This design comes from an exercise in tuning for small area and a short achievable clock period on the open sky130 flow, not from production work.
Function was not checked in any run shown here: the RTL went through the layout flow alone.

**flow/config.mk**
```make
export PLATFORM = sky130hd
export DESIGN_NAME = mac
export DESIGN_NICKNAME = mac
export VERILOG_FILES = /design/flow/design.v
export SDC_FILE = /design/flow/constraint.sdc
export NUM_CORES = 4
export LEC_CHECK = 0
export ABC_AREA = 1
export CAP_MARGIN = 20
export CORE_MARGIN = 2
export CORE_UTILIZATION = 40
export SETUP_SLACK_MARGIN = 5
export SLEW_MARGIN = 20
export SYNTH_HIERARCHICAL = 1
```
**flow/constraint.sdc**
```tcl
create_clock -name core_clock -period 12.0 [get_ports {clk}]
set_input_delay 2.4000 -clock core_clock [delete_from_list [all_inputs] [get_ports {clk}]]
set_output_delay 2.4000 -clock core_clock [all_outputs]
set_load 0.01 [all_outputs]
```
**flow/design.v**
```verilog
module fullreg #(  parameter N = 16 )(
    input [N-1:0] d,
    output reg [N-1:0] q,
    input clk,
    input en,
    input clr,  
    input rst   
    );
always @(posedge clk,posedge rst) begin
    if(rst)
        q=0;
    else    
    if(en==1)begin
        if(clr)
            q=0;
        else
            q=d;
    end
end
endmodule
`timescale 1ns / 1ps
module adder
   #(parameter integer N=16)
   (
    input  [N-1:0] x1,
    input  [N-1:0] x2,
    output  [N-1:0] y
    );
    assign y=$unsigned(x1)+$unsigned(x2);
endmodule
module fa_cell(input a, input b, input c, output s, output co);
  assign s = a ^ b ^ c;
  assign co = (a & b) | (a & c) | (b & c);
endmodule
module ha_cell(input a, input b, output s, output co);
  assign s = a ^ b;
  assign co = a & b;
endmodule
`timescale 1ns / 1ps
module mult
   #(parameter integer N=9)
   (
    input  [N-1:0] x1,
    input  [N-1:0] x2,
    output  [2*N-1:0] y
    );
    assign y=$signed(x1)*$signed(x2);
endmodule
module mac(
    input [15:0] x1,
    input [15:0] x2,
    input clk,
    input rst,
    input en,
    output [39:0] y
    );
reg [39:0] S;
reg [39:0] C;
wire s1;
wire c2;
wire s3;
wire c4;
wire s5;
wire c6;
wire s7;
wire c8;
wire s9;
wire c10;
wire s11;
wire c12;
wire s13;
wire c14;
wire s15;
wire c16;
wire s17;
wire c18;
wire s19;
wire c20;
wire s21;
wire c22;
wire s23;
wire c24;
wire s25;
wire c26;
wire s27;
wire c28;
wire s29;
wire c30;
wire s31;
wire c32;
wire s33;
wire c34;
wire s35;
wire c36;
wire s37;
wire c38;
wire s39;
wire c40;
wire s41;
wire c42;
wire s43;
wire c44;
wire s45;
wire c46;
wire s47;
wire c48;
wire s49;
wire c50;
wire s51;
wire c52;
wire s53;
wire c54;
wire s55;
wire c56;
wire s57;
wire c58;
wire s59;
wire c60;
wire s61;
wire c62;
wire s63;
wire c64;
wire s65;
wire c66;
wire s67;
wire c68;
wire s69;
wire c70;
wire s71;
wire c72;
wire s73;
wire c74;
wire s75;
wire c76;
wire s77;
wire c78;
wire s79;
wire c80;
wire s81;
wire c82;
wire s83;
wire c84;
wire s85;
wire c86;
wire s87;
wire c88;
wire s89;
wire c90;
wire s91;
wire c92;
wire s93;
wire c94;
wire s95;
wire c96;
wire s97;
wire c98;
wire s99;
wire c100;
wire s101;
wire c102;
wire s103;
wire c104;
wire s105;
wire c106;
wire s107;
wire c108;
wire s109;
wire c110;
wire s111;
wire c112;
wire s113;
wire c114;
wire s115;
wire c116;
wire s117;
wire c118;
wire s119;
wire c120;
wire s121;
wire c122;
wire s123;
wire c124;
wire s125;
wire c126;
wire s127;
wire c128;
wire s129;
wire c130;
wire s131;
wire c132;
wire s133;
wire c134;
wire s135;
wire c136;
wire s137;
wire c138;
wire s139;
wire c140;
wire s141;
wire c142;
wire s143;
wire c144;
wire s145;
wire c146;
wire s147;
wire c148;
wire s149;
wire c150;
wire s151;
wire c152;
wire s153;
wire c154;
wire s155;
wire c156;
wire s157;
wire c158;
wire s159;
wire c160;
wire s161;
wire c162;
wire s163;
wire c164;
wire s165;
wire c166;
wire s167;
wire c168;
wire s169;
wire c170;
wire s171;
wire c172;
wire s173;
wire c174;
wire s175;
wire c176;
wire s177;
wire c178;
wire s179;
wire c180;
wire s181;
wire c182;
wire s183;
wire c184;
wire s185;
wire c186;
wire s187;
wire c188;
wire s189;
wire c190;
wire s191;
wire c192;
wire s193;
wire c194;
wire s195;
wire c196;
wire s197;
wire c198;
wire s199;
wire c200;
wire s201;
wire c202;
wire s203;
wire c204;
wire s205;
wire c206;
wire s207;
wire c208;
wire s209;
wire c210;
wire s211;
wire c212;
wire s213;
wire c214;
wire s215;
wire c216;
wire s217;
wire c218;
wire s219;
wire c220;
wire s221;
wire c222;
wire s223;
wire c224;
wire s225;
wire c226;
wire s227;
wire c228;
wire s229;
wire c230;
wire s231;
wire c232;
wire s233;
wire c234;
wire s235;
wire c236;
wire s237;
wire c238;
wire s239;
wire c240;
wire s241;
wire c242;
wire s243;
wire c244;
wire s245;
wire c246;
wire s247;
wire c248;
wire s249;
wire c250;
wire s251;
wire c252;
wire s253;
wire c254;
wire s255;
wire c256;
wire s257;
wire c258;
wire s259;
wire c260;
wire s261;
wire c262;
wire s263;
wire c264;
wire s265;
wire c266;
wire s267;
wire c268;
wire s269;
wire c270;
wire s271;
wire c272;
wire s273;
wire c274;
wire s275;
wire c276;
wire s277;
wire c278;
wire s279;
wire c280;
wire s281;
wire c282;
wire s283;
wire c284;
wire s285;
wire c286;
wire s287;
wire c288;
wire s289;
wire c290;
wire s291;
wire c292;
wire s293;
wire c294;
wire s295;
wire c296;
wire one0 = en & (x2[0] ^ 1'b0);
wire two0 = en & ((x2[1] & ~x2[0] & ~1'b0) | (~x2[1] & x2[0] & 1'b0));
wire neg0 = en & x2[1];
wire pp0_0 = ((one0 & x1[0]) | (two0 & 1'b0)) ^ neg0;
wire pp0_1 = ((one0 & x1[1]) | (two0 & x1[0])) ^ neg0;
wire pp0_2 = ((one0 & x1[2]) | (two0 & x1[1])) ^ neg0;
wire pp0_3 = ((one0 & x1[3]) | (two0 & x1[2])) ^ neg0;
wire pp0_4 = ((one0 & x1[4]) | (two0 & x1[3])) ^ neg0;
wire pp0_5 = ((one0 & x1[5]) | (two0 & x1[4])) ^ neg0;
wire pp0_6 = ((one0 & x1[6]) | (two0 & x1[5])) ^ neg0;
wire pp0_7 = ((one0 & x1[7]) | (two0 & x1[6])) ^ neg0;
wire pp0_8 = ((one0 & x1[8]) | (two0 & x1[7])) ^ neg0;
wire pp0_9 = ((one0 & x1[9]) | (two0 & x1[8])) ^ neg0;
wire pp0_10 = ((one0 & x1[10]) | (two0 & x1[9])) ^ neg0;
wire pp0_11 = ((one0 & x1[11]) | (two0 & x1[10])) ^ neg0;
wire pp0_12 = ((one0 & x1[12]) | (two0 & x1[11])) ^ neg0;
wire pp0_13 = ((one0 & x1[13]) | (two0 & x1[12])) ^ neg0;
wire pp0_14 = ((one0 & x1[14]) | (two0 & x1[13])) ^ neg0;
wire pp0_15 = ((one0 & x1[15]) | (two0 & x1[14])) ^ neg0;
wire pp0_16 = ~(((one0 & x1[15]) | (two0 & x1[15])) ^ neg0);
wire one1 = en & (x2[2] ^ x2[1]);
wire two1 = en & ((x2[3] & ~x2[2] & ~x2[1]) | (~x2[3] & x2[2] & x2[1]));
wire neg1 = en & x2[3];
wire pp1_0 = ((one1 & x1[0]) | (two1 & 1'b0)) ^ neg1;
wire pp1_1 = ((one1 & x1[1]) | (two1 & x1[0])) ^ neg1;
wire pp1_2 = ((one1 & x1[2]) | (two1 & x1[1])) ^ neg1;
wire pp1_3 = ((one1 & x1[3]) | (two1 & x1[2])) ^ neg1;
wire pp1_4 = ((one1 & x1[4]) | (two1 & x1[3])) ^ neg1;
wire pp1_5 = ((one1 & x1[5]) | (two1 & x1[4])) ^ neg1;
wire pp1_6 = ((one1 & x1[6]) | (two1 & x1[5])) ^ neg1;
wire pp1_7 = ((one1 & x1[7]) | (two1 & x1[6])) ^ neg1;
wire pp1_8 = ((one1 & x1[8]) | (two1 & x1[7])) ^ neg1;
wire pp1_9 = ((one1 & x1[9]) | (two1 & x1[8])) ^ neg1;
wire pp1_10 = ((one1 & x1[10]) | (two1 & x1[9])) ^ neg1;
wire pp1_11 = ((one1 & x1[11]) | (two1 & x1[10])) ^ neg1;
wire pp1_12 = ((one1 & x1[12]) | (two1 & x1[11])) ^ neg1;
wire pp1_13 = ((one1 & x1[13]) | (two1 & x1[12])) ^ neg1;
wire pp1_14 = ((one1 & x1[14]) | (two1 & x1[13])) ^ neg1;
wire pp1_15 = ((one1 & x1[15]) | (two1 & x1[14])) ^ neg1;
wire pp1_16 = ~(((one1 & x1[15]) | (two1 & x1[15])) ^ neg1);
wire one2 = en & (x2[4] ^ x2[3]);
wire two2 = en & ((x2[5] & ~x2[4] & ~x2[3]) | (~x2[5] & x2[4] & x2[3]));
wire neg2 = en & x2[5];
wire pp2_0 = ((one2 & x1[0]) | (two2 & 1'b0)) ^ neg2;
wire pp2_1 = ((one2 & x1[1]) | (two2 & x1[0])) ^ neg2;
wire pp2_2 = ((one2 & x1[2]) | (two2 & x1[1])) ^ neg2;
wire pp2_3 = ((one2 & x1[3]) | (two2 & x1[2])) ^ neg2;
wire pp2_4 = ((one2 & x1[4]) | (two2 & x1[3])) ^ neg2;
wire pp2_5 = ((one2 & x1[5]) | (two2 & x1[4])) ^ neg2;
wire pp2_6 = ((one2 & x1[6]) | (two2 & x1[5])) ^ neg2;
wire pp2_7 = ((one2 & x1[7]) | (two2 & x1[6])) ^ neg2;
wire pp2_8 = ((one2 & x1[8]) | (two2 & x1[7])) ^ neg2;
wire pp2_9 = ((one2 & x1[9]) | (two2 & x1[8])) ^ neg2;
wire pp2_10 = ((one2 & x1[10]) | (two2 & x1[9])) ^ neg2;
wire pp2_11 = ((one2 & x1[11]) | (two2 & x1[10])) ^ neg2;
wire pp2_12 = ((one2 & x1[12]) | (two2 & x1[11])) ^ neg2;
wire pp2_13 = ((one2 & x1[13]) | (two2 & x1[12])) ^ neg2;
wire pp2_14 = ((one2 & x1[14]) | (two2 & x1[13])) ^ neg2;
wire pp2_15 = ((one2 & x1[15]) | (two2 & x1[14])) ^ neg2;
wire pp2_16 = ~(((one2 & x1[15]) | (two2 & x1[15])) ^ neg2);
wire one3 = en & (x2[6] ^ x2[5]);
wire two3 = en & ((x2[7] & ~x2[6] & ~x2[5]) | (~x2[7] & x2[6] & x2[5]));
wire neg3 = en & x2[7];
wire pp3_0 = ((one3 & x1[0]) | (two3 & 1'b0)) ^ neg3;
wire pp3_1 = ((one3 & x1[1]) | (two3 & x1[0])) ^ neg3;
wire pp3_2 = ((one3 & x1[2]) | (two3 & x1[1])) ^ neg3;
wire pp3_3 = ((one3 & x1[3]) | (two3 & x1[2])) ^ neg3;
wire pp3_4 = ((one3 & x1[4]) | (two3 & x1[3])) ^ neg3;
wire pp3_5 = ((one3 & x1[5]) | (two3 & x1[4])) ^ neg3;
wire pp3_6 = ((one3 & x1[6]) | (two3 & x1[5])) ^ neg3;
wire pp3_7 = ((one3 & x1[7]) | (two3 & x1[6])) ^ neg3;
wire pp3_8 = ((one3 & x1[8]) | (two3 & x1[7])) ^ neg3;
wire pp3_9 = ((one3 & x1[9]) | (two3 & x1[8])) ^ neg3;
wire pp3_10 = ((one3 & x1[10]) | (two3 & x1[9])) ^ neg3;
wire pp3_11 = ((one3 & x1[11]) | (two3 & x1[10])) ^ neg3;
wire pp3_12 = ((one3 & x1[12]) | (two3 & x1[11])) ^ neg3;
wire pp3_13 = ((one3 & x1[13]) | (two3 & x1[12])) ^ neg3;
wire pp3_14 = ((one3 & x1[14]) | (two3 & x1[13])) ^ neg3;
wire pp3_15 = ((one3 & x1[15]) | (two3 & x1[14])) ^ neg3;
wire pp3_16 = ~(((one3 & x1[15]) | (two3 & x1[15])) ^ neg3);
wire one4 = en & (x2[8] ^ x2[7]);
wire two4 = en & ((x2[9] & ~x2[8] & ~x2[7]) | (~x2[9] & x2[8] & x2[7]));
wire neg4 = en & x2[9];
wire pp4_0 = ((one4 & x1[0]) | (two4 & 1'b0)) ^ neg4;
wire pp4_1 = ((one4 & x1[1]) | (two4 & x1[0])) ^ neg4;
wire pp4_2 = ((one4 & x1[2]) | (two4 & x1[1])) ^ neg4;
wire pp4_3 = ((one4 & x1[3]) | (two4 & x1[2])) ^ neg4;
wire pp4_4 = ((one4 & x1[4]) | (two4 & x1[3])) ^ neg4;
wire pp4_5 = ((one4 & x1[5]) | (two4 & x1[4])) ^ neg4;
wire pp4_6 = ((one4 & x1[6]) | (two4 & x1[5])) ^ neg4;
wire pp4_7 = ((one4 & x1[7]) | (two4 & x1[6])) ^ neg4;
wire pp4_8 = ((one4 & x1[8]) | (two4 & x1[7])) ^ neg4;
wire pp4_9 = ((one4 & x1[9]) | (two4 & x1[8])) ^ neg4;
wire pp4_10 = ((one4 & x1[10]) | (two4 & x1[9])) ^ neg4;
wire pp4_11 = ((one4 & x1[11]) | (two4 & x1[10])) ^ neg4;
wire pp4_12 = ((one4 & x1[12]) | (two4 & x1[11])) ^ neg4;
wire pp4_13 = ((one4 & x1[13]) | (two4 & x1[12])) ^ neg4;
wire pp4_14 = ((one4 & x1[14]) | (two4 & x1[13])) ^ neg4;
wire pp4_15 = ((one4 & x1[15]) | (two4 & x1[14])) ^ neg4;
wire pp4_16 = ~(((one4 & x1[15]) | (two4 & x1[15])) ^ neg4);
wire one5 = en & (x2[10] ^ x2[9]);
wire two5 = en & ((x2[11] & ~x2[10] & ~x2[9]) | (~x2[11] & x2[10] & x2[9]));
wire neg5 = en & x2[11];
wire pp5_0 = ((one5 & x1[0]) | (two5 & 1'b0)) ^ neg5;
wire pp5_1 = ((one5 & x1[1]) | (two5 & x1[0])) ^ neg5;
wire pp5_2 = ((one5 & x1[2]) | (two5 & x1[1])) ^ neg5;
wire pp5_3 = ((one5 & x1[3]) | (two5 & x1[2])) ^ neg5;
wire pp5_4 = ((one5 & x1[4]) | (two5 & x1[3])) ^ neg5;
wire pp5_5 = ((one5 & x1[5]) | (two5 & x1[4])) ^ neg5;
wire pp5_6 = ((one5 & x1[6]) | (two5 & x1[5])) ^ neg5;
wire pp5_7 = ((one5 & x1[7]) | (two5 & x1[6])) ^ neg5;
wire pp5_8 = ((one5 & x1[8]) | (two5 & x1[7])) ^ neg5;
wire pp5_9 = ((one5 & x1[9]) | (two5 & x1[8])) ^ neg5;
wire pp5_10 = ((one5 & x1[10]) | (two5 & x1[9])) ^ neg5;
wire pp5_11 = ((one5 & x1[11]) | (two5 & x1[10])) ^ neg5;
wire pp5_12 = ((one5 & x1[12]) | (two5 & x1[11])) ^ neg5;
wire pp5_13 = ((one5 & x1[13]) | (two5 & x1[12])) ^ neg5;
wire pp5_14 = ((one5 & x1[14]) | (two5 & x1[13])) ^ neg5;
wire pp5_15 = ((one5 & x1[15]) | (two5 & x1[14])) ^ neg5;
wire pp5_16 = ~(((one5 & x1[15]) | (two5 & x1[15])) ^ neg5);
wire one6 = en & (x2[12] ^ x2[11]);
wire two6 = en & ((x2[13] & ~x2[12] & ~x2[11]) | (~x2[13] & x2[12] & x2[11]));
wire neg6 = en & x2[13];
wire pp6_0 = ((one6 & x1[0]) | (two6 & 1'b0)) ^ neg6;
wire pp6_1 = ((one6 & x1[1]) | (two6 & x1[0])) ^ neg6;
wire pp6_2 = ((one6 & x1[2]) | (two6 & x1[1])) ^ neg6;
wire pp6_3 = ((one6 & x1[3]) | (two6 & x1[2])) ^ neg6;
wire pp6_4 = ((one6 & x1[4]) | (two6 & x1[3])) ^ neg6;
wire pp6_5 = ((one6 & x1[5]) | (two6 & x1[4])) ^ neg6;
wire pp6_6 = ((one6 & x1[6]) | (two6 & x1[5])) ^ neg6;
wire pp6_7 = ((one6 & x1[7]) | (two6 & x1[6])) ^ neg6;
wire pp6_8 = ((one6 & x1[8]) | (two6 & x1[7])) ^ neg6;
wire pp6_9 = ((one6 & x1[9]) | (two6 & x1[8])) ^ neg6;
wire pp6_10 = ((one6 & x1[10]) | (two6 & x1[9])) ^ neg6;
wire pp6_11 = ((one6 & x1[11]) | (two6 & x1[10])) ^ neg6;
wire pp6_12 = ((one6 & x1[12]) | (two6 & x1[11])) ^ neg6;
wire pp6_13 = ((one6 & x1[13]) | (two6 & x1[12])) ^ neg6;
wire pp6_14 = ((one6 & x1[14]) | (two6 & x1[13])) ^ neg6;
wire pp6_15 = ((one6 & x1[15]) | (two6 & x1[14])) ^ neg6;
wire pp6_16 = ~(((one6 & x1[15]) | (two6 & x1[15])) ^ neg6);
wire one7 = en & (x2[14] ^ x2[13]);
wire two7 = en & ((x2[15] & ~x2[14] & ~x2[13]) | (~x2[15] & x2[14] & x2[13]));
wire neg7 = en & x2[15];
wire pp7_0 = ((one7 & x1[0]) | (two7 & 1'b0)) ^ neg7;
wire pp7_1 = ((one7 & x1[1]) | (two7 & x1[0])) ^ neg7;
wire pp7_2 = ((one7 & x1[2]) | (two7 & x1[1])) ^ neg7;
wire pp7_3 = ((one7 & x1[3]) | (two7 & x1[2])) ^ neg7;
wire pp7_4 = ((one7 & x1[4]) | (two7 & x1[3])) ^ neg7;
wire pp7_5 = ((one7 & x1[5]) | (two7 & x1[4])) ^ neg7;
wire pp7_6 = ((one7 & x1[6]) | (two7 & x1[5])) ^ neg7;
wire pp7_7 = ((one7 & x1[7]) | (two7 & x1[6])) ^ neg7;
wire pp7_8 = ((one7 & x1[8]) | (two7 & x1[7])) ^ neg7;
wire pp7_9 = ((one7 & x1[9]) | (two7 & x1[8])) ^ neg7;
wire pp7_10 = ((one7 & x1[10]) | (two7 & x1[9])) ^ neg7;
wire pp7_11 = ((one7 & x1[11]) | (two7 & x1[10])) ^ neg7;
wire pp7_12 = ((one7 & x1[12]) | (two7 & x1[11])) ^ neg7;
wire pp7_13 = ((one7 & x1[13]) | (two7 & x1[12])) ^ neg7;
wire pp7_14 = ((one7 & x1[14]) | (two7 & x1[13])) ^ neg7;
wire pp7_15 = ((one7 & x1[15]) | (two7 & x1[14])) ^ neg7;
wire pp7_16 = ~(((one7 & x1[15]) | (two7 & x1[15])) ^ neg7);
wire s0n = ~pp0_16;
wire [4:0] yi = y[18:14];
wire [5:0] yinc = {1'b0, yi} + {5'b0, neg7};
ha_cell hs1 (.a(y[8]), .b(neg4), .s(s1), .co(c2));
ha_cell hs3 (.a(y[9]), .b(pp0_9), .s(s3), .co(c4));
fa_cell fs5 (.a(y[10]), .b(neg5), .c(pp0_10), .s(s5), .co(c6));
ha_cell hs7 (.a(pp1_8), .b(pp2_6), .s(s7), .co(c8));
fa_cell fs9 (.a(y[11]), .b(pp0_11), .c(pp1_9), .s(s9), .co(c10));
ha_cell hs11 (.a(pp2_7), .b(pp3_5), .s(s11), .co(c12));
fa_cell fs13 (.a(y[12]), .b(neg6), .c(pp0_12), .s(s13), .co(c14));
fa_cell fs15 (.a(pp1_10), .b(pp2_8), .c(pp3_6), .s(s15), .co(c16));
ha_cell hs17 (.a(pp4_4), .b(pp5_2), .s(s17), .co(c18));
fa_cell fs19 (.a(y[13]), .b(pp0_13), .c(pp1_11), .s(s19), .co(c20));
fa_cell fs21 (.a(pp2_9), .b(pp3_7), .c(pp4_5), .s(s21), .co(c22));
ha_cell hs23 (.a(pp5_3), .b(pp6_1), .s(s23), .co(c24));
fa_cell fs25 (.a(yinc[0]), .b(pp0_14), .c(pp1_12), .s(s25), .co(c26));
fa_cell fs27 (.a(pp2_10), .b(pp3_8), .c(pp4_6), .s(s27), .co(c28));
fa_cell fs29 (.a(pp5_4), .b(pp6_2), .c(pp7_0), .s(s29), .co(c30));
fa_cell fs31 (.a(yinc[1]), .b(pp0_15), .c(pp1_13), .s(s31), .co(c32));
fa_cell fs33 (.a(pp2_11), .b(pp3_9), .c(pp4_7), .s(s33), .co(c34));
fa_cell fs35 (.a(pp5_5), .b(pp6_3), .c(pp7_1), .s(s35), .co(c36));
fa_cell fs37 (.a(yinc[2]), .b(pp1_14), .c(pp2_12), .s(s37), .co(c38));
fa_cell fs39 (.a(pp3_10), .b(pp4_8), .c(pp5_6), .s(s39), .co(c40));
fa_cell fs41 (.a(pp6_4), .b(pp7_2), .c(s0n), .s(s41), .co(c42));
fa_cell fs43 (.a(yinc[3]), .b(pp1_15), .c(pp2_13), .s(s43), .co(c44));
fa_cell fs45 (.a(pp3_11), .b(pp4_9), .c(pp5_7), .s(s45), .co(c46));
fa_cell fs47 (.a(pp6_5), .b(pp7_3), .c(s0n), .s(s47), .co(c48));
fa_cell fs49 (.a(yinc[4]), .b(pp1_16), .c(pp2_14), .s(s49), .co(c50));
fa_cell fs51 (.a(pp3_12), .b(pp4_10), .c(pp5_8), .s(s51), .co(c52));
fa_cell fs53 (.a(pp6_6), .b(pp7_4), .c(pp0_16), .s(s53), .co(c54));
assign s55 = ~(y[19] ^ yinc[5]);
assign c56 = y[19] | yinc[5];
fa_cell fs57 (.a(pp2_15), .b(pp3_13), .c(pp4_11), .s(s57), .co(c58));
fa_cell fs59 (.a(pp5_9), .b(pp6_7), .c(pp7_5), .s(s59), .co(c60));
fa_cell fs61 (.a(y[20]), .b(pp2_16), .c(pp3_14), .s(s61), .co(c62));
fa_cell fs63 (.a(pp4_12), .b(pp5_10), .c(pp6_8), .s(s63), .co(c64));
assign s65 = ~(y[21] ^ pp3_15);
assign c66 = y[21] | pp3_15;
ha_cell hs67 (.a(pp4_13), .b(pp5_11), .s(s67), .co(c68));
fa_cell fs69 (.a(y[22]), .b(pp3_16), .c(pp4_14), .s(s69), .co(c70));
assign s71 = ~y[23];
assign c72 = y[23];
ha_cell hs73 (.a(y[4]), .b(neg2), .s(s73), .co(c74));
ha_cell hs75 (.a(y[5]), .b(pp0_5), .s(s75), .co(c76));
fa_cell fs77 (.a(y[6]), .b(neg3), .c(pp0_6), .s(s77), .co(c78));
ha_cell hs79 (.a(pp1_4), .b(pp2_2), .s(s79), .co(c80));
fa_cell fs81 (.a(y[7]), .b(pp0_7), .c(pp1_5), .s(s81), .co(c82));
ha_cell hs83 (.a(pp2_3), .b(pp3_1), .s(s83), .co(c84));
fa_cell fs85 (.a(s1), .b(pp0_8), .c(pp1_6), .s(s85), .co(c86));
fa_cell fs87 (.a(pp2_4), .b(pp3_2), .c(pp4_0), .s(s87), .co(c88));
fa_cell fs89 (.a(c2), .b(pp1_7), .c(pp2_5), .s(s89), .co(c90));
fa_cell fs91 (.a(pp3_3), .b(pp4_1), .c(s3), .s(s91), .co(c92));
fa_cell fs93 (.a(pp3_4), .b(pp4_2), .c(pp5_0), .s(s93), .co(c94));
fa_cell fs95 (.a(c4), .b(s7), .c(s5), .s(s95), .co(c96));
fa_cell fs97 (.a(pp4_3), .b(pp5_1), .c(c8), .s(s97), .co(c98));
fa_cell fs99 (.a(s11), .b(c6), .c(s9), .s(s99), .co(c100));
fa_cell fs101 (.a(pp6_0), .b(c12), .c(s17), .s(s101), .co(c102));
fa_cell fs103 (.a(c10), .b(s13), .c(s15), .s(s103), .co(c104));
fa_cell fs105 (.a(c18), .b(s23), .c(c14), .s(s105), .co(c106));
fa_cell fs107 (.a(c16), .b(s19), .c(s21), .s(s107), .co(c108));
fa_cell fs109 (.a(c24), .b(c20), .c(c22), .s(s109), .co(c110));
fa_cell fs111 (.a(s25), .b(s27), .c(s29), .s(s111), .co(c112));
fa_cell fs113 (.a(c26), .b(c28), .c(c30), .s(s113), .co(c114));
fa_cell fs115 (.a(s31), .b(s33), .c(s35), .s(s115), .co(c116));
fa_cell fs117 (.a(c32), .b(c34), .c(c36), .s(s117), .co(c118));
fa_cell fs119 (.a(s37), .b(s39), .c(s41), .s(s119), .co(c120));
fa_cell fs121 (.a(c38), .b(c40), .c(c42), .s(s121), .co(c122));
fa_cell fs123 (.a(s43), .b(s45), .c(s47), .s(s123), .co(c124));
fa_cell fs125 (.a(c44), .b(c46), .c(c48), .s(s125), .co(c126));
fa_cell fs127 (.a(s49), .b(s51), .c(s53), .s(s127), .co(c128));
fa_cell fs129 (.a(s55), .b(c50), .c(c52), .s(s129), .co(c130));
fa_cell fs131 (.a(c54), .b(s57), .c(s59), .s(s131), .co(c132));
fa_cell fs133 (.a(pp7_6), .b(c56), .c(c58), .s(s133), .co(c134));
fa_cell fs135 (.a(c60), .b(s61), .c(s63), .s(s135), .co(c136));
fa_cell fs137 (.a(pp6_9), .b(pp7_7), .c(s67), .s(s137), .co(c138));
fa_cell fs139 (.a(c62), .b(c64), .c(s65), .s(s139), .co(c140));
fa_cell fs141 (.a(pp5_12), .b(pp6_10), .c(pp7_8), .s(s141), .co(c142));
fa_cell fs143 (.a(c68), .b(c66), .c(s69), .s(s143), .co(c144));
fa_cell fs145 (.a(s71), .b(pp4_15), .c(pp5_13), .s(s145), .co(c146));
fa_cell fs147 (.a(pp6_11), .b(pp7_9), .c(c70), .s(s147), .co(c148));
fa_cell fs149 (.a(y[24]), .b(c72), .c(pp4_16), .s(s149), .co(c150));
fa_cell fs151 (.a(pp5_14), .b(pp6_12), .c(pp7_10), .s(s151), .co(c152));
assign s153 = ~(y[25] ^ pp5_15);
assign c154 = y[25] | pp5_15;
ha_cell hs155 (.a(pp6_13), .b(pp7_11), .s(s155), .co(c156));
fa_cell fs157 (.a(y[26]), .b(pp5_16), .c(pp6_14), .s(s157), .co(c158));
assign s159 = ~y[27];
assign c160 = y[27];
ha_cell hs161 (.a(y[2]), .b(neg1), .s(s161), .co(c162));
ha_cell hs163 (.a(y[3]), .b(pp0_3), .s(s163), .co(c164));
fa_cell fs165 (.a(s73), .b(pp0_4), .c(pp1_2), .s(s165), .co(c166));
fa_cell fs167 (.a(c74), .b(pp1_3), .c(pp2_1), .s(s167), .co(c168));
fa_cell fs169 (.a(pp3_0), .b(c76), .c(s79), .s(s169), .co(c170));
fa_cell fs171 (.a(c80), .b(s83), .c(c78), .s(s171), .co(c172));
fa_cell fs173 (.a(c84), .b(c82), .c(s85), .s(s173), .co(c174));
fa_cell fs175 (.a(c86), .b(c88), .c(s89), .s(s175), .co(c176));
fa_cell fs177 (.a(c90), .b(s93), .c(c92), .s(s177), .co(c178));
fa_cell fs179 (.a(c94), .b(s97), .c(c96), .s(s179), .co(c180));
fa_cell fs181 (.a(c98), .b(s101), .c(c100), .s(s181), .co(c182));
fa_cell fs183 (.a(c102), .b(c104), .c(s105), .s(s183), .co(c184));
fa_cell fs185 (.a(c106), .b(c108), .c(s109), .s(s185), .co(c186));
fa_cell fs187 (.a(c110), .b(c112), .c(s113), .s(s187), .co(c188));
fa_cell fs189 (.a(c114), .b(c116), .c(s117), .s(s189), .co(c190));
fa_cell fs191 (.a(c118), .b(c120), .c(s121), .s(s191), .co(c192));
fa_cell fs193 (.a(c122), .b(c124), .c(s125), .s(s193), .co(c194));
fa_cell fs195 (.a(c126), .b(c128), .c(s129), .s(s195), .co(c196));
fa_cell fs197 (.a(c130), .b(c132), .c(s133), .s(s197), .co(c198));
fa_cell fs199 (.a(s137), .b(c134), .c(c136), .s(s199), .co(c200));
fa_cell fs201 (.a(s141), .b(c138), .c(c140), .s(s201), .co(c202));
fa_cell fs203 (.a(c142), .b(s145), .c(c144), .s(s203), .co(c204));
fa_cell fs205 (.a(c146), .b(s149), .c(s151), .s(s205), .co(c206));
fa_cell fs207 (.a(s155), .b(c150), .c(c152), .s(s207), .co(c208));
fa_cell fs209 (.a(pp7_12), .b(c156), .c(c154), .s(s209), .co(c210));
fa_cell fs211 (.a(s159), .b(pp6_15), .c(pp7_13), .s(s211), .co(c212));
fa_cell fs213 (.a(y[28]), .b(c160), .c(pp6_16), .s(s213), .co(c214));
assign s215 = ~y[29];
assign c216 = y[29];
ha_cell hs217 (.a(y[0]), .b(neg0), .s(s217), .co(c218));
ha_cell hs219 (.a(y[1]), .b(pp0_1), .s(s219), .co(c220));
fa_cell fs221 (.a(s161), .b(pp0_2), .c(pp1_0), .s(s221), .co(c222));
fa_cell fs223 (.a(c162), .b(pp1_1), .c(s163), .s(s223), .co(c224));
fa_cell fs225 (.a(pp2_0), .b(c164), .c(s165), .s(s225), .co(c226));
fa_cell fs227 (.a(s75), .b(c166), .c(s167), .s(s227), .co(c228));
fa_cell fs229 (.a(c168), .b(s77), .c(s169), .s(s229), .co(c230));
fa_cell fs231 (.a(s81), .b(c170), .c(s171), .s(s231), .co(c232));
fa_cell fs233 (.a(s87), .b(c172), .c(s173), .s(s233), .co(c234));
fa_cell fs235 (.a(s91), .b(c174), .c(s175), .s(s235), .co(c236));
fa_cell fs237 (.a(c176), .b(s95), .c(s177), .s(s237), .co(c238));
fa_cell fs239 (.a(s99), .b(c178), .c(s179), .s(s239), .co(c240));
fa_cell fs241 (.a(s103), .b(c180), .c(s181), .s(s241), .co(c242));
fa_cell fs243 (.a(s107), .b(c182), .c(s183), .s(s243), .co(c244));
fa_cell fs245 (.a(s111), .b(c184), .c(s185), .s(s245), .co(c246));
fa_cell fs247 (.a(s115), .b(c186), .c(s187), .s(s247), .co(c248));
fa_cell fs249 (.a(s119), .b(c188), .c(s189), .s(s249), .co(c250));
fa_cell fs251 (.a(s123), .b(c190), .c(s191), .s(s251), .co(c252));
fa_cell fs253 (.a(s127), .b(c192), .c(s193), .s(s253), .co(c254));
fa_cell fs255 (.a(s131), .b(c194), .c(s195), .s(s255), .co(c256));
fa_cell fs257 (.a(s135), .b(c196), .c(s197), .s(s257), .co(c258));
fa_cell fs259 (.a(s139), .b(c198), .c(s199), .s(s259), .co(c260));
fa_cell fs261 (.a(s143), .b(c200), .c(s201), .s(s261), .co(c262));
fa_cell fs263 (.a(s147), .b(c202), .c(s203), .s(s263), .co(c264));
fa_cell fs265 (.a(c148), .b(s205), .c(c204), .s(s265), .co(c266));
fa_cell fs267 (.a(s153), .b(c206), .c(s207), .s(s267), .co(c268));
fa_cell fs269 (.a(s157), .b(c208), .c(s209), .s(s269), .co(c270));
fa_cell fs271 (.a(c158), .b(s211), .c(c210), .s(s271), .co(c272));
fa_cell fs273 (.a(pp7_14), .b(c212), .c(s213), .s(s273), .co(c274));
fa_cell fs275 (.a(s215), .b(pp7_15), .c(c214), .s(s275), .co(c276));
fa_cell fs277 (.a(y[30]), .b(c216), .c(pp7_16), .s(s277), .co(c278));
assign s279 = ~y[31];
assign c280 = y[31];
assign s281 = ~y[32];
assign c282 = y[32];
assign s283 = ~y[33];
assign c284 = y[33];
assign s285 = ~y[34];
assign c286 = y[34];
assign s287 = ~y[35];
assign c288 = y[35];
assign s289 = ~y[36];
assign c290 = y[36];
assign s291 = ~y[37];
assign c292 = y[37];
assign s293 = ~y[38];
assign c294 = y[38];
assign s295 = ~y[39];
assign c296 = y[39];
wire [39:0] Sn = {c294, c292, c290, c288, c286, c284, c282, c280, c278, c276, c274, c272, c270, c268, c266, c264, c262, c260, c258, c256, c254, c252, c250, c248, c246, c244, c242, c240, c238, c236, c234, c232, c230, c228, c226, c224, c222, c220, c218, pp0_0};
wire [39:0] Cn = {s295, s293, s291, s289, s287, s285, s283, s281, s279, s277, s275, s273, s271, s269, s267, s265, s263, s261, s259, s257, s255, s253, s251, s249, s247, s245, s243, s241, s239, s237, s235, s233, s231, s229, s227, s225, s223, s221, s219, s217};
always @(posedge clk or posedge rst)
  if (rst) begin
    S <= 40'd0;
    C <= 40'd0;
  end else begin
    S <= Sn;
    C <= Cn;
  end
wire [39:0] ya = S[39:0], yb = C[39:0];
wire [39:0] p0 = ya ^ yb, g0 = ya & yb;
wire bg0_1 = g0[1] | (p0[1] & g0[0]);
wire bp0_1 = p0[1] & p0[0];
wire bg0_3 = g0[3] | (p0[3] & g0[2]);
wire bp0_3 = p0[3] & p0[2];
wire bg0_5 = g0[5] | (p0[5] & g0[4]);
wire bp0_5 = p0[5] & p0[4];
wire bg0_7 = g0[7] | (p0[7] & g0[6]);
wire bp0_7 = p0[7] & p0[6];
wire bg0_9 = g0[9] | (p0[9] & g0[8]);
wire bp0_9 = p0[9] & p0[8];
wire bg0_11 = g0[11] | (p0[11] & g0[10]);
wire bp0_11 = p0[11] & p0[10];
wire bg0_13 = g0[13] | (p0[13] & g0[12]);
wire bp0_13 = p0[13] & p0[12];
wire bg0_15 = g0[15] | (p0[15] & g0[14]);
wire bp0_15 = p0[15] & p0[14];
wire bg0_17 = g0[17] | (p0[17] & g0[16]);
wire bp0_17 = p0[17] & p0[16];
wire bg0_19 = g0[19] | (p0[19] & g0[18]);
wire bp0_19 = p0[19] & p0[18];
wire bg0_21 = g0[21] | (p0[21] & g0[20]);
wire bp0_21 = p0[21] & p0[20];
wire bg0_23 = g0[23] | (p0[23] & g0[22]);
wire bp0_23 = p0[23] & p0[22];
wire bg0_25 = g0[25] | (p0[25] & g0[24]);
wire bp0_25 = p0[25] & p0[24];
wire bg0_27 = g0[27] | (p0[27] & g0[26]);
wire bp0_27 = p0[27] & p0[26];
wire bg0_29 = g0[29] | (p0[29] & g0[28]);
wire bp0_29 = p0[29] & p0[28];
wire bg0_31 = g0[31] | (p0[31] & g0[30]);
wire bp0_31 = p0[31] & p0[30];
wire bg0_33 = g0[33] | (p0[33] & g0[32]);
wire bp0_33 = p0[33] & p0[32];
wire bg0_35 = g0[35] | (p0[35] & g0[34]);
wire bp0_35 = p0[35] & p0[34];
wire bg0_37 = g0[37] | (p0[37] & g0[36]);
wire bp0_37 = p0[37] & p0[36];
wire bg0_39 = g0[39] | (p0[39] & g0[38]);
wire bp0_39 = p0[39] & p0[38];
wire bg1_3 = bg0_3 | (bp0_3 & bg0_1);
wire bp1_3 = bp0_3 & bp0_1;
wire bg1_7 = bg0_7 | (bp0_7 & bg0_5);
wire bp1_7 = bp0_7 & bp0_5;
wire bg1_11 = bg0_11 | (bp0_11 & bg0_9);
wire bp1_11 = bp0_11 & bp0_9;
wire bg1_15 = bg0_15 | (bp0_15 & bg0_13);
wire bp1_15 = bp0_15 & bp0_13;
wire bg1_19 = bg0_19 | (bp0_19 & bg0_17);
wire bp1_19 = bp0_19 & bp0_17;
wire bg1_23 = bg0_23 | (bp0_23 & bg0_21);
wire bp1_23 = bp0_23 & bp0_21;
wire bg1_27 = bg0_27 | (bp0_27 & bg0_25);
wire bp1_27 = bp0_27 & bp0_25;
wire bg1_31 = bg0_31 | (bp0_31 & bg0_29);
wire bp1_31 = bp0_31 & bp0_29;
wire bg1_35 = bg0_35 | (bp0_35 & bg0_33);
wire bp1_35 = bp0_35 & bp0_33;
wire bg1_39 = bg0_39 | (bp0_39 & bg0_37);
wire bp1_39 = bp0_39 & bp0_37;
wire bg2_7 = bg1_7 | (bp1_7 & bg1_3);
wire bp2_7 = bp1_7 & bp1_3;
wire bg2_15 = bg1_15 | (bp1_15 & bg1_11);
wire bp2_15 = bp1_15 & bp1_11;
wire bg2_23 = bg1_23 | (bp1_23 & bg1_19);
wire bp2_23 = bp1_23 & bp1_19;
wire bg2_31 = bg1_31 | (bp1_31 & bg1_27);
wire bp2_31 = bp1_31 & bp1_27;
wire bg2_39 = bg1_39 | (bp1_39 & bg1_35);
wire bp2_39 = bp1_39 & bp1_35;
wire bg3_15 = bg2_15 | (bp2_15 & bg2_7);
wire bp3_15 = bp2_15 & bp2_7;
wire bg3_31 = bg2_31 | (bp2_31 & bg2_23);
wire bp3_31 = bp2_31 & bp2_23;
wire bg4_31 = bg3_31 | (bp3_31 & bg3_15);
wire bp4_31 = bp3_31 & bp3_15;
wire bg8_23 = bg2_23 | (bp2_23 & bg3_15);
wire bp8_23 = bp2_23 & bp3_15;
wire bg8_39 = bg2_39 | (bp2_39 & bg4_31);
wire bp8_39 = bp2_39 & bp4_31;
wire bg9_11 = bg1_11 | (bp1_11 & bg2_7);
wire bp9_11 = bp1_11 & bp2_7;
wire bg9_19 = bg1_19 | (bp1_19 & bg3_15);
wire bp9_19 = bp1_19 & bp3_15;
wire bg9_27 = bg1_27 | (bp1_27 & bg8_23);
wire bp9_27 = bp1_27 & bp8_23;
wire bg9_35 = bg1_35 | (bp1_35 & bg4_31);
wire bp9_35 = bp1_35 & bp4_31;
wire bg10_5 = bg0_5 | (bp0_5 & bg1_3);
wire bp10_5 = bp0_5 & bp1_3;
wire bg10_9 = bg0_9 | (bp0_9 & bg2_7);
wire bp10_9 = bp0_9 & bp2_7;
wire bg10_13 = bg0_13 | (bp0_13 & bg9_11);
wire bp10_13 = bp0_13 & bp9_11;
wire bg10_17 = bg0_17 | (bp0_17 & bg3_15);
wire bp10_17 = bp0_17 & bp3_15;
wire bg10_21 = bg0_21 | (bp0_21 & bg9_19);
wire bp10_21 = bp0_21 & bp9_19;
wire bg10_25 = bg0_25 | (bp0_25 & bg8_23);
wire bp10_25 = bp0_25 & bp8_23;
wire bg10_29 = bg0_29 | (bp0_29 & bg9_27);
wire bp10_29 = bp0_29 & bp9_27;
wire bg10_33 = bg0_33 | (bp0_33 & bg4_31);
wire bp10_33 = bp0_33 & bp4_31;
wire bg10_37 = bg0_37 | (bp0_37 & bg9_35);
wire bp10_37 = bp0_37 & bp9_35;
wire bg11_2 = g0[2] | (p0[2] & bg0_1);
wire bp11_2 = p0[2] & bp0_1;
wire bg11_4 = g0[4] | (p0[4] & bg1_3);
wire bp11_4 = p0[4] & bp1_3;
wire bg11_6 = g0[6] | (p0[6] & bg10_5);
wire bp11_6 = p0[6] & bp10_5;
wire bg11_8 = g0[8] | (p0[8] & bg2_7);
wire bp11_8 = p0[8] & bp2_7;
wire bg11_10 = g0[10] | (p0[10] & bg10_9);
wire bp11_10 = p0[10] & bp10_9;
wire bg11_12 = g0[12] | (p0[12] & bg9_11);
wire bp11_12 = p0[12] & bp9_11;
wire bg11_14 = g0[14] | (p0[14] & bg10_13);
wire bp11_14 = p0[14] & bp10_13;
wire bg11_16 = g0[16] | (p0[16] & bg3_15);
wire bp11_16 = p0[16] & bp3_15;
wire bg11_18 = g0[18] | (p0[18] & bg10_17);
wire bp11_18 = p0[18] & bp10_17;
wire bg11_20 = g0[20] | (p0[20] & bg9_19);
wire bp11_20 = p0[20] & bp9_19;
wire bg11_22 = g0[22] | (p0[22] & bg10_21);
wire bp11_22 = p0[22] & bp10_21;
wire bg11_24 = g0[24] | (p0[24] & bg8_23);
wire bp11_24 = p0[24] & bp8_23;
wire bg11_26 = g0[26] | (p0[26] & bg10_25);
wire bp11_26 = p0[26] & bp10_25;
wire bg11_28 = g0[28] | (p0[28] & bg9_27);
wire bp11_28 = p0[28] & bp9_27;
wire bg11_30 = g0[30] | (p0[30] & bg10_29);
wire bp11_30 = p0[30] & bp10_29;
wire bg11_32 = g0[32] | (p0[32] & bg4_31);
wire bp11_32 = p0[32] & bp4_31;
wire bg11_34 = g0[34] | (p0[34] & bg10_33);
wire bp11_34 = p0[34] & bp10_33;
wire bg11_36 = g0[36] | (p0[36] & bg9_35);
wire bp11_36 = p0[36] & bp9_35;
wire bg11_38 = g0[38] | (p0[38] & bg10_37);
wire bp11_38 = p0[38] & bp10_37;
wire [39:0] cy = {bg11_38, bg10_37, bg11_36, bg9_35, bg11_34, bg10_33, bg11_32, bg4_31, bg11_30, bg10_29, bg11_28, bg9_27, bg11_26, bg10_25, bg11_24, bg8_23, bg11_22, bg10_21, bg11_20, bg9_19, bg11_18, bg10_17, bg11_16, bg3_15, bg11_14, bg10_13, bg11_12, bg9_11, bg11_10, bg10_9, bg11_8, bg2_7, bg11_6, bg10_5, bg11_4, bg1_3, bg11_2, bg0_1, g0[0], 1'b0};
assign y[39:0] = p0 ^ cy;
endmodule
```
**flow/flow/run.sh**
```bash
#!/bin/bash
MARGIN=${MARGIN:-6}
bash standard.sh SETUP_SLACK_MARGIN=$MARGIN finish > standard.log 2>&1
```
**flow/standard.sh**
```bash
#!/bin/bash
# synth_recipe.tcl (not shown) runs the flow's synth.tcl, then flattens the netlist and writes it again
# the make line also repeats each setting of config.mk as NAME=value (left out here)
make -C /OpenROAD-flow-scripts/flow DESIGN_CONFIG=/design/flow/config.mk WORK_HOME=/design/flow/orfs CLKGATE_MAP_FILE= SYNTH_SCRIPT=/design/flow/synth_recipe.tcl "${@:-finish}"
```
==> results_dict.tcl, run 1 <==
set metrics [dict create \
    cts_tree "yes" \
    via_per_inst 5.080 \
    synth_commonest_cells "xor2_1 (145), fa_1 (137), inv_1 (106)" \
    yosysTopAreaCell "fa_1" \
    post-route-util_pct 45.44 \
    place_congestion 0.8602 \
    hold_path_depth 2 \
    synth-async-reset-ratio_pct 100.0 \
    cts_buffers 9 \
    hold_end "C[39]$_DFF_PP0_" \
    clock_sinks 80 \
    dp_hpwl_um 17690 \
    tns_ns 0 \
    die_x_um 160.1 \
    yosys-top-cells-area "fa_1 (28%), dfrtp_1 (21%), xor2_1 (13%), o22ai_2 (9.0%), ha_1 (7.4%)" \
    fin_ws_ns 6.042 \
    grt_use_total_pct 18.71 \
    ctsHoldBuffers 0 \
    pre_cts_ws_ns 5.508 \
    num_io_pins 75 \
    first_pass_iters 5 \
    cp.arrival_ns 6.19 \
    synth_ff_type "dfrtp_1" \
    fin_crit_sh_pct 49.65 \
    path_clk_slew_ns 0.07 \
    port_buffers 74 \
    fin_skew_ns 0.01204 \
    synth_top_area_share_pct 28.12 \
    timing.final.hold_violations 0 \
    fin_crit_ns 5.958 \
    cts-root-buf "clkbuf_16" \
    timing.critical_path.fanout_max 10 \
    worstSetupPathType "primary input to flop" \
    syn_area_per_cell_sq_um 10.63 \
    maxCapViolCount 0 \
    rr_endpoint "C[19]$_DFF_PP0_" \
    grt_max_degree 81 \
    rr_startpoint "C[0]$_DFF_PP0_" \
    synth_most_common_cell "xor2_1" \
    yosysWarnings 7 \
    overflow 0 \
    min-delay-start "S[39]$_DFF_PP0_" \
    worstSetupStartpointType "primary input" \
    cp-end-kind "flop" \
    layout.nets 1182 \
    fin_cells 1281 \
    clockBufferDepth 2 \
    max_slew_margin_pct 39.57 \
    drive_above_1_share_pct 14.94 \
    drc 0 \
    synth.cell_area_sq_um 9752 \
    die-height_um 160.1 \
    wl_per_cell_um 17.99 \
    antenna_found_initial 0 \
    synth_edf_count 0 \
    rows 57 \
    htreeDepth 3 \
    dp_cells 1263 \
    syn_inst 917 \
    synth.distinct_cells 32 \
    setup_viol 0 \
    r2r_setup_slack_ns 6.78 \
    finalMaxSlewViolations 0 \
    max_freq_mhz 167.9 \
    syn_to_final_growth_pct 12.32 \
    worstMarginPinSlew_ns 0.9054 \
    rsz0062_at_grt "true" \
    core_sq_um 24110 \
    vias 6507 \
    grt_pass1_vias 6811 \
    grt_pass1_wl_um 37470 \
    drt_iter0_drc 437 \
    rr_worst_depth 17 \
    synth_seq_cells 80 \
    hold_class "flop to flop" \
    clk_latency_ns 0.36 \
    antenna_left 0 \
    antennaDiodeCount 0 \
    routed_wl_um 23050 \
    cp.required_ns 12.23 \
    die_area_sq_um 25640 \
    run_status "complete, no violations" \
    seq_area_frac_synth_pct 20.53 \
    start_util_pct 40.45 \
]
## timing repair
action | in CTS | in global routing
setup buffers | 2 | 0
resized for setup | 15 | 14
hold endpoints to repair | 0 | 0
pin swaps | 3 | 2
endpoints found under the setup margin | 28 | 8
## sequential cells by signal, summed over array words and instances, names as in the netlist
register,count
C,40
S,40
## layer usage
layer / vias up / wire (um) / global-route usage [%]
met2: 202 / 10920 / 30.22
met3: 39 / 1290 / 3.636
met1: 3251 / 10400 / 26.17
li1: 3015 / - / -
met5: - / 0 / 0
met4: 0 / 440 / 4.423
## critical path: stages
cell             delay (ns)
clkdlybuf4s50_1        0.67
clkinv_1               0.46
nor3_1                 0.46
o21bai_1               0.29
fa_1                   0.51
fa_1                   0.46
fa_1                   0.53
fa_1                   0.40
## kinds of logic after synthesis
kind of cell             Yosys count  synth area share [%]
AO/OA/AOI/OAI                    155                 14.31
XOR/XNOR                         157                 14.10
adder cells (fa/ha/maj)          195                 35.57
buffers and inverters            185                 8.763
flip-flops                        80                 20.53
AND/OR/NAND/NOR                  145                 6.736
## worst max path at each step
stage	cells after the start	to	startpoint	slack, ns
final	8	C[16]$_DFF_PP0_	x1[15]	6.04
after detailed placement	11	C[19]$_DFF_PP0_	en	5.51
after global routing	16	y[29]	C[0]$_DFF_PP0_	5.96
after global placement	11	C[19]$_DFF_PP0_	en	5.58
after floorplan	12	C[19]$_DFF_PP0_	en	6.34
after CTS	18	y[31]	C[0]$_DFF_PP0_	6.00
## layout by cell type (no fill, tap or decap), types with 2 or more instances in the layout
cell type / n
clkinv_2: 2
inv_2: 21
buf_4: 2
xor2_1: 144
nand2_1: 88
o21ai_0: 8
nor3_4: 7
dlygate4sd2_1: 2
xnor2_1: 8
clkbuf_16: 9
a31o_2: 2
a21oi_1: 11
o22ai_1: 49
dfrtp_1: 80
clkinv_4: 2
inv_4: 2
xnor2_2: 4
ha_1: 58
nand2_2: 7
o22ai_2: 70
fa_1: 134
nor2_1: 31
fa_2: 3
clkdlybuf4s50_1: 65
o21ai_1: 4
clkinv_1: 3
nand3_1: 7
o21ai_2: 3
inv_1: 105
dlymetal6s2s_1: 6
a31oi_1: 3
a21o_1: 2
## stage by stage
step	cell area [sq um]	hold slack [ns]
after floorplan	9752	0.5609
after global placement	10550	0.5898
after detailed placement	10550	0.6003
after CTS	10910	0.6136
after global routing	10950	0.6418
final	10950	0.6042
## final cells by class
| class | instances | area (sq um) |
|---|---|---|
| multi-input combinational | 652 | 6967 |
| inverter | 132 | 501.7 |
| clock inverter | 6 | 68.82 |
| timing repair buffer | 77 | 779.5 |
| fill | 2323 | 13150 |
| clock buffer | 10 | 229.0 |
| sequential | 80 | 2002 |
| tap | 324 | 405.4 |
## Yosys stat by module (local to each module, per instance)
| module | cell area [sq um] | copies in the design | flip-flops and latches | cells |
|---|---|---|---|---|
| mac | 7209 | 1 | 80 | 784 |
| ha_cell | 12.51 | 16 | 0 | 1 |
| fa_cell | 20.02 | 117 | 0 | 1 |
==> inputs of run 2 (changes only) <==
==> flow/flow/run.sh (replaced) <==
#!/bin/bash
MARGIN=${MARGIN:-6}
bash standard.sh SETUP_SLACK_MARGIN=$MARGIN "BUFFER_PORTS_ARGS=-buffer_cell sky130_fd_sc_hd__buf_2" finish > standard.log 2>&1
==> results_dict.tcl, run 2 <==
set metrics [dict create \
    crit_chain "ha_1 > fa_1 > nand3_1 > nand3_2 > nand2_2 > nand2_1 > nand2_1 > nand2_2 > nand2_1 > nand2_1 > a31o_2 > fa_1 > xnor2_2 > inv_1 > buf_2" \
    rows 57 \
    core_sq_um 24110 \
    synth_top_family_by_area "adder cells" \
    synth_fa_ha_area_share_pct 35.57 \
    num_io_pins 75 \
    critical_path.top_delay_family "adder cells" \
    grt_max_degree 81 \
    maxCapViolCount 0 \
    cts-root-buf "clkbuf_16" \
    die_x_um 160.1 \
    first_pass_iters 5 \
    cts_buffers 9 \
    yosysWarnings 7 \
    synth.distinct_cells 32 \
    clk_latency_ns 0.35 \
    yosysTopAreaCell "fa_1" \
    grt_use_total_pct 18.74 \
    port_buffers 74 \
    synth-compound-area-share_pct 14.31 \
    dp_hpwl_um 17870 \
    synth.cell_area_sq_um 9752 \
    wl_per_cell_um 17.91 \
    synth.area.mux_share_pct 0 \
    die-height_um 160.1 \
    hold_class "flop to flop" \
    worstMarginPinSlew_ns 0.8789 \
    cts_tree "yes" \
    synth_top_area_share_pct 28.12 \
    grt_pass1_wl_um 37600 \
    fin_cells 1280 \
    cp.arrival_ns 3.35 \
    cp-end-kind "output port" \
    seq_area_frac_synth_pct 20.53 \
    worstSetupPathType "flop to output port" \
    setup_viol 0 \
    fin_skew_ns 0.01247 \
    rsz0062_at_grt "false" \
    drive_above_1_share_pct 21.76 \
    tns_ns 0 \
    fin_crit_sh_pct 47.93 \
    reg.largest.list "C: 40 flops, S: 40 flops" \
    syn_area_per_cell_sq_um 10.63 \
    cpMostUsedCell "nand2_1" \
    run_status "complete, no violations" \
    via_per_inst 5.051 \
    synth-simple-area-share_pct 6.736 \
    worstSetupStartpointType "flop" \
    ctsHoldBuffers 0 \
    antenna_found_initial 0 \
    layout_commonest_cell "xor2_1" \
    fin_crit_ns 5.752 \
    synth_most_common_cell "xor2_1" \
    final_cell_mix "xor2_1 (145), fa_1 (137), inv_1 (105), nand2_1 (91), dfrtp_1 (80)" \
    overflow 0 \
    slowest_stage "fa_1" \
    synth_commonest_cells "xor2_1 (145), fa_1 (137), inv_1 (106)" \
    syn_inst 917 \
    syn_to_final_growth_pct 8.045 \
    synth-xor-area-share_pct 14.10 \
    cp_num_buf_inv 2 \
    clock_sinks 80 \
    clockBufferDepth 2 \
    synth_edf_count 0 \
    dp_cells 1263 \
    antennaDiodeCount 0 \
    slowest_delay_ns 0.40 \
    timing.final.hold_violations 0 \
    synth-async-reset-ratio_pct 100.0 \
    start_util_pct 40.45 \
    max_freq_mhz 173.9 \
    grt_pass1_vias 6855 \
    max_slew_margin_pct 41.34 \
    drc 0 \
    htreeDepth 3 \
    die_area_sq_um 25640 \
    path_clk_slew_ns 0.06 \
    place_congestion 0.8776 \
    routed_wl_um 22920 \
    timing.critical_path.fanout_max 5 \
    synth_seq_cells 80 \
    finalMaxSlewViolations 0 \
    drt_iter0_drc 369 \
    layout.nets 1181 \
    yosys-top-cells-area "fa_1 (28%), dfrtp_1 (21%), xor2_1 (13%), o22ai_2 (9.0%), ha_1 (7.4%)" \
    synth_ff_type "dfrtp_1" \
    antenna_left 0 \
    vias 6465 \
    cp.required_ns 9.60 \
]
-- run 2: metrics by stage --
| stage | hold slack (ns) | util (%) | worst slack, ns | instance area, sq um |
|---|---|---|---|---|
| final | 0.6086 | 43.71 | 6.248 | 10540 |
| after global routing | 0.6561 | 43.71 | 6.013 | 10540 |
| after CTS | 0.6237 | 43.57 | 6.025 | 10500 |
| after detailed placement | 0.6079 | 42.22 | 6.069 | 10180 |
| after global placement | 0.5906 | 42.22 | 6.151 | 10180 |
| after floorplan | 0.5609 | - | 6.341 | 9752 |
-- run 2: worst paths after layout --
| path | start | to | slack (ns) | cells after the start |
|---|---|---|---|---|
| setup / recovery | C[0]$_DFF_PP0_ | y[27] | 6.25 | 15 |
| hold / removal | S[39]$_DFF_PP0_ | C[39]$_DFF_PP0_ | 0.61 | 2 |
| setup reg to reg | C[0]$_DFF_PP0_ | C[19]$_DFF_PP0_ | 6.69 | 17 |
| hold reg to reg | S[39]$_DFF_PP0_ | C[39]$_DFF_PP0_ | 0.61 | 2 |
| max in group asynchronous | rst | C[0]$_DFF_PP0_ | 9.22 | 3 |
| min in group asynchronous | rst | C[37]$_DFF_PP0_ | 2.21 | 3 |
-- run 2: layout make-up --
type / count / area [sq um]
clock buffer: 11 / 252.7
clock inverter: 5 / 62.56
fill: 2385 / 13570
inverter: 132 / 496.7
multi-input combinational: 652 / 6928
sequential: 80 / 2002
tap: 324 / 405.4
timing repair buffer: 76 / 389.1
-- run 2: timing repair --
item                       in CTS  in global routing
pin swaps                       1                  2
setup endpoints to repair       2                  4
setup buffers                   0                  1
gates resized for setup         2                  4
-- run 2: cell families (layout without fill, tap and decap cells) --
family | count (synthesis) | in the layout
fa+ha+maj | 195 | 195
buf+inv | 185 | 224
xor+xnor | 157 | 157
compound gates | 155 | 155
simple gates | 145 | 145
flops | 80 | 80
-- run 2: Yosys stat by module, one instance, submodules excluded --
module	copies in the design	flip-flops and latches	area, sq um
ha_cell	16	0	12.51
fa_cell	117	0	20.02
mac	1	80	7209
-- run 2: per-layer routing --
metal	up-vias	wire, um	global-route usage (%)
met2	200	10900	30.20
met1	3232	10600	26.61
met5	-	0	0
met4	0	238	3.481
met3	20	1187	3.688
li1	3013	-	-
-- run 2: worst min-delay path: cells and delay by family, from the launching register on --
family,cells,cell delay (ns)
XOR/XNOR,2,0.22
flip-flops,1,0.34
==> inputs of run 3 (changes only) <==
--- a/flow/design.v
+++ b/flow/design.v
@@ -55,7 +55,7 @@
     output [39:0] y
     );
 reg [39:0] S;
-reg [39:0] C;
+reg [31:0] C;
 wire s1;
 wire c2;
 wire s3;
@@ -678,18 +678,23 @@
 assign c294 = y[38];
 assign s295 = ~y[39];
 assign c296 = y[39];
-wire [39:0] Sn = {c294, c292, c290, c288, c286, c284, c282, c280, c278, c276, c274, c272, c270, c268, c266, c264, c262, c260, c258, c256, c254, c252, c250, c248, c246, c244, c242, c240, c238, c236, c234, c232, c230, c228, c226, c224, c222, c220, c218, pp0_0};
-wire [39:0] Cn = {s295, s293, s291, s289, s287, s285, s283, s281, s279, s277, s275, s273, s271, s269, s267, s265, s263, s261, s259, s257, s255, s253, s251, s249, s247, s245, s243, s241, s239, s237, s235, s233, s231, s229, s227, s225, s223, s221, s219, s217};
+wire [7:0] hs = {c294, c292, c290, c288, c286, c284, c282, c280} + {s295, s293, s291, s289, s287, s285, s283, s281};
+wire [39:0] Sn = {hs[7], hs[6], hs[5], hs[4], hs[3], hs[2], hs[1], hs[0], c278, c276, c274, c272, c270, c268, c266, c264, c262, c260, c258, c256, c254, c252, c250, c248, c246, c244, c242, c240, c238, c236, c234, c232, c230, c228, c226, c224, c222, c220, c218, pp0_0};
+wire [31:0] Cn = {s279, s277, s275, s273, s271, s269, s267, s265, s263, s261, s259, s257, s255, s253, s251, s249, s247, s245, s243, s241, s239, s237, s235, s233, s231, s229, s227, s225, s223, s221, s219, s217};
 always @(posedge clk or posedge rst)
   if (rst) begin
     S <= 40'd0;
-    C <= 40'd0;
+    C <= 32'd0;
   end else begin
     S <= Sn;
     C <= Cn;
   end
-wire [39:0] ya = S[39:0], yb = C[39:0];
-wire [39:0] p0 = ya ^ yb, g0 = ya & yb;
+wire [39:0] ya = S[39:0], yb = {8'd0, C};
+wire [39:0] p0, g0;
+genvar gi;
+generate for (gi = 0; gi < 40; gi = gi + 1) begin : pg
+  ha_cell h (.a(ya[gi]), .b(yb[gi]), .s(p0[gi]), .co(g0[gi]));
+end endgenerate
 wire bg0_1 = g0[1] | (p0[1] & g0[0]);
 wire bp0_1 = p0[1] & p0[0];
 wire bg0_3 = g0[3] | (p0[3] & g0[2]);
==> flow/flow/run.sh (replaced) <==
#!/bin/bash
# The standard layout (standard.sh: ORFS synthesis to final layout) with a
# few extra ORFS settings; the clock, constraints and synthesis script are
# unchanged. Settings come from flow/params.sh:
#   MARGIN      setup slack that repair_timing aims for (ns)
#   PORTBUF     cell used to buffer every input and output port
#   EXTRA       further ORFS make variables
set -u
. flow/params.sh
bash standard.sh SETUP_SLACK_MARGIN=$MARGIN "BUFFER_PORTS_ARGS=-buffer_cell $PORTBUF" $EXTRA finish > standard.log 2>&1
==> flow/flow/params.sh (new file) <==
MARGIN=6.5
PORTBUF=sky130_fd_sc_hd__buf_1
EXTRA="ABC_LOAD_IN_FF=2"
--- a/flow/config.mk
+++ b/flow/config.mk
@@ -8,7 +8,8 @@
 export ABC_AREA = 1
 export CAP_MARGIN = 20
 export CORE_MARGIN = 2
-export CORE_UTILIZATION = 40
+export CORE_UTILIZATION = 60
+export CTS_BUF_LIST = sky130_fd_sc_hd__clkbuf_4 sky130_fd_sc_hd__clkbuf_8
 export SETUP_SLACK_MARGIN = 5
 export SLEW_MARGIN = 20
 export SYNTH_HIERARCHICAL = 1
==> results_dict.tcl, run 3 <==
set metrics [dict create \
    fin_crit_ns 5.397 \
    max_slew_margin_pct 39.08 \
    run_status "complete, no violations" \
    worstMarginPinSlew_ns 0.9139 \
    overflow 0 \
    seq_area_frac_synth_pct 18.63 \
    slowest_delay_ns 0.58 \
    cts_tree "yes" \
    antenna_left 0 \
    largest_reg_flops 40 \
    place_congestion 0.9189 \
    num_io_pins 75 \
    port_buffers 74 \
    final_cell_mix "xor2_1 (145), fa_1 (118), nand2_1 (90), ha_1 (87), inv_1 (79)" \
    crit_chain "clkbuf_4 > inv_4 > nor2_1 > nand2_1 > o21ai_1 > inv_2 > o22ai_2 > xor2_1 > fa_1 > fa_1 > fa_1 > fa_1" \
    fin_crit_sh_pct 44.97 \
    reg.largest.list "S: 40 flops, C: 32 flops" \
    layout.nets 1224 \
    die_area_sq_um 17150 \
    syn_to_final_growth_pct 6.923 \
    cp.arrival_ns 5.65 \
    cp-end-kind "flop" \
    worstSetupPathType "primary input to flop" \
    synth_most_common_cell "xor2_1" \
    hold_class "flop to flop" \
    antennaDiodeCount 0 \
    tns_ns 0 \
    slowest_stage "fa_1" \
    grt_use_total_pct 28.65 \
    rsz0062_at_grt "true" \
    setup_viol 0 \
    rows 46 \
    grt_pass1_wl_um 37240 \
    drive_above_1_share_pct 17.11 \
    die_x_um 130.9 \
    yosysTopAreaCell "fa_1" \
    start_util_pct 61.09 \
    cpMostUsedCell "fa_1" \
    timing.critical_path.fanout_max 15 \
    layout_commonest_cell "xor2_1" \
    antenna_found_initial 0 \
    synth_seq_cells 72 \
    yosysWarnings 7 \
    core_sq_um 15830 \
    ctsHoldBuffers 0 \
    max_freq_mhz 185.3 \
    clockBufferDepth 2 \
    timing.final.hold_violations 0 \
    top_register "S" \
    clock_sinks 72 \
    vias 6898 \
    fill_cells 1307 \
    cp.required_ns 12.25 \
    yosys-top-cells-area "fa_1 (24%), dfrtp_1 (19%), xor2_1 (13%), ha_1 (11%), o22ai_2 (9.1%)" \
    synth_ff_type "dfrtp_1" \
    htreeDepth 3 \
    grt_max_degree 73 \
    via_per_inst 5.729 \
    wl_per_cell_um 19.11 \
    synth_commonest_cells "xor2_1 (146), fa_1 (118), nand2_1 (104)" \
    cts-root-buf "clkbuf_8" \
    dp_hpwl_um 17830 \
    drc 0 \
    fin_ws_ns 6.603 \
    syn_inst 939 \
    syn_area_per_cell_sq_um 10.30 \
    synth.cell_area_sq_um 9669 \
    synth_top_area_share_pct 24.43 \
    synth_edf_count 0 \
    routed_wl_um 23010 \
    synth.distinct_cells 33 \
    worstSetupStartpointType "primary input" \
    die-height_um 130.9 \
    finalMaxSlewViolations 0 \
    path_clk_slew_ns 0.09 \
    clk_latency_ns 0.37 \
    maxCapViolCount 0 \
    drt_iter0_drc 523 \
    pre_cts_ws_ns 5.891 \
    first_pass_iters 5 \
    synth-async-reset-ratio_pct 100.0 \
    cts_buffers 9 \
    fin_skew_ns 0.01426 \
    grt_pass1_vias 7243 \
]
[run 3: cell count changes in the layout (fill, tap and decap cells not counted), moves of 8 or more]
cell / previous run / this run
inv_1: 105 / 79
buf_2: 74 / 4
buf_1: 0 / 67
dfrtp_1: 80 / 72
nor2_1: 31 / 40
conb_1: 0 / 8
fa_1: 137 / 118
ha_1: 58 / 87
clkbuf_16: 9 / 0
[run 3: final cells by class]
type | instances | area [sq um] | share of cell area, %
multi-input cells | 713 | 7281 | 70.42
flip-flops and latches | 72 | 1802 | 17.43
inverters | 107 | 427.9 | 4.139
repair buffers | 80 | 334.1 | 3.231
well taps | 216 | 270.3 | 2.614
clock buffers | 9 | 123.9 | 1.198
clock inverters | 7 | 100.1 | 0.9682
[run 3: path summary, 6_finish.rpt]
check | from | to | slack (ns) | cells past startpoint
min reg2reg | C[0]$_DFF_PP0_ | C[0]$_DFF_PP0_ | 0.64 | 2
max | en | C[19]$_DFF_PP0_ | 6.60 | 12
min | C[0]$_DFF_PP0_ | C[0]$_DFF_PP0_ | 0.64 | 2
max in group asynchronous | rst | S[20]$_DFF_PP0_ | 9.12 | 3
max reg2reg | C[1]$_DFF_PP0_ | C[19]$_DFF_PP0_ | 7.03 | 20
min in group asynchronous | rst | C[31]$_DFF_PP0_ | 2.26 | 3
[run 3: timing repair]
action                                 CTS  global route
gates resized for setup                 11            50
cloned                                   0             0
pin swaps                                0            12
endpoints found under the hold margin    0             0
buffers inserted                         0             5
setup endpoints to repair               39            23
[run 3: per-module statistics from Yosys (local to each module, per instance)]
module	cell area, sq um	cells
ha_cell	12.51	1
fa_cell	20.02	1
mac	6626	766
[run 3: metal layers]
metal	vias to the layer above	part of all wire (%)	wire length, um	GRT usage [%]
met1	3455	43	9847	38.56
met3	49	4.6	1069	3.339
met2	231	49	11360	47.39
met4	0	3.2	728	11.95
li1	3163	-	-	-
met5	-	0	0	0
[run 3: cells by family after synthesis]
| kind of cell | share of synthesized area (%) |
|---|---|
| other | 0.03878 |
| XOR/XNOR | 14.76 |
| buffers and inverters | 7.867 |
| AO/OA/AOI/OAI | 14.88 |
| flip-flops | 18.63 |
| AND/OR/NAND/NOR | 7.997 |
| adder cells (fa/ha/maj) | 35.82 |
[run 3: critical path: cells and delay by family]
kind                       cells  cell delay (ns)
xor gates and xnor gates       1             0.20
AOI/OAI and AO/OA              2             0.20
buffers and inverters          3             0.76
and+or+nand+nor                2             0.13
adders and majority gates      4             1.94
[run 3: metrics by stage]
stage / util (%) / cell area (sq um) / cells / hold WS (ns)
final: 65.32 / 10340 / 1204 / 0.6374
after global routing: 65.32 / 10340 / 1204 / 0.6776
after CTS: 64.13 / 10150 / 1199 / 0.6478
after detailed placement: 62.51 / 9894 / 1183 / 0.6244
after global placement: 62.51 / 9894 / 1183 / 0.6003
after floorplan: - / 9704 / 946 / 0.5889

## separate check: timing with driven ports
No port has a modelled driver above. Below, the same layouts with a new extraction and two added sets of constraints.
Step 1: set_driving_cell puts a clkbuf_16 on clk and a buf_2 on each other input, an assumption about the parent block.
Step 2 also shifts input and output timing later by t, the mid clock arrival at the registers, as if the neighbouring blocks saw the same clock.
Three values: ideal, step 1, step 2; two values: the first two.
run | shift t [ns] | setup WS [ns] | hold WS [ns] | slew at the worst register clock pin (ns) | worst slew at a driven data input, ns
run 1 | 0.399 | 6.042 / 6.059 / 5.660 | 0.604 / 0.604 / 0.604 | 0.07 / 0.07 | 0.04
run 2 | 0.389 | 6.248 / 6.201 / 6.058 | 0.609 / 0.609 / 0.609 | 0.07 / 0.07 | 0.03
run 3 | 0.403 | 6.603 / 6.606 / 6.203 | 0.637 / 0.637 / 0.637 | 0.09 / 0.09 | 0.07
After both steps every run listed still meets setup and hold. For run 3, which loses most, drivers alone change the setup slack by +0.003 ns; drivers and shift together by -0.400 ns.
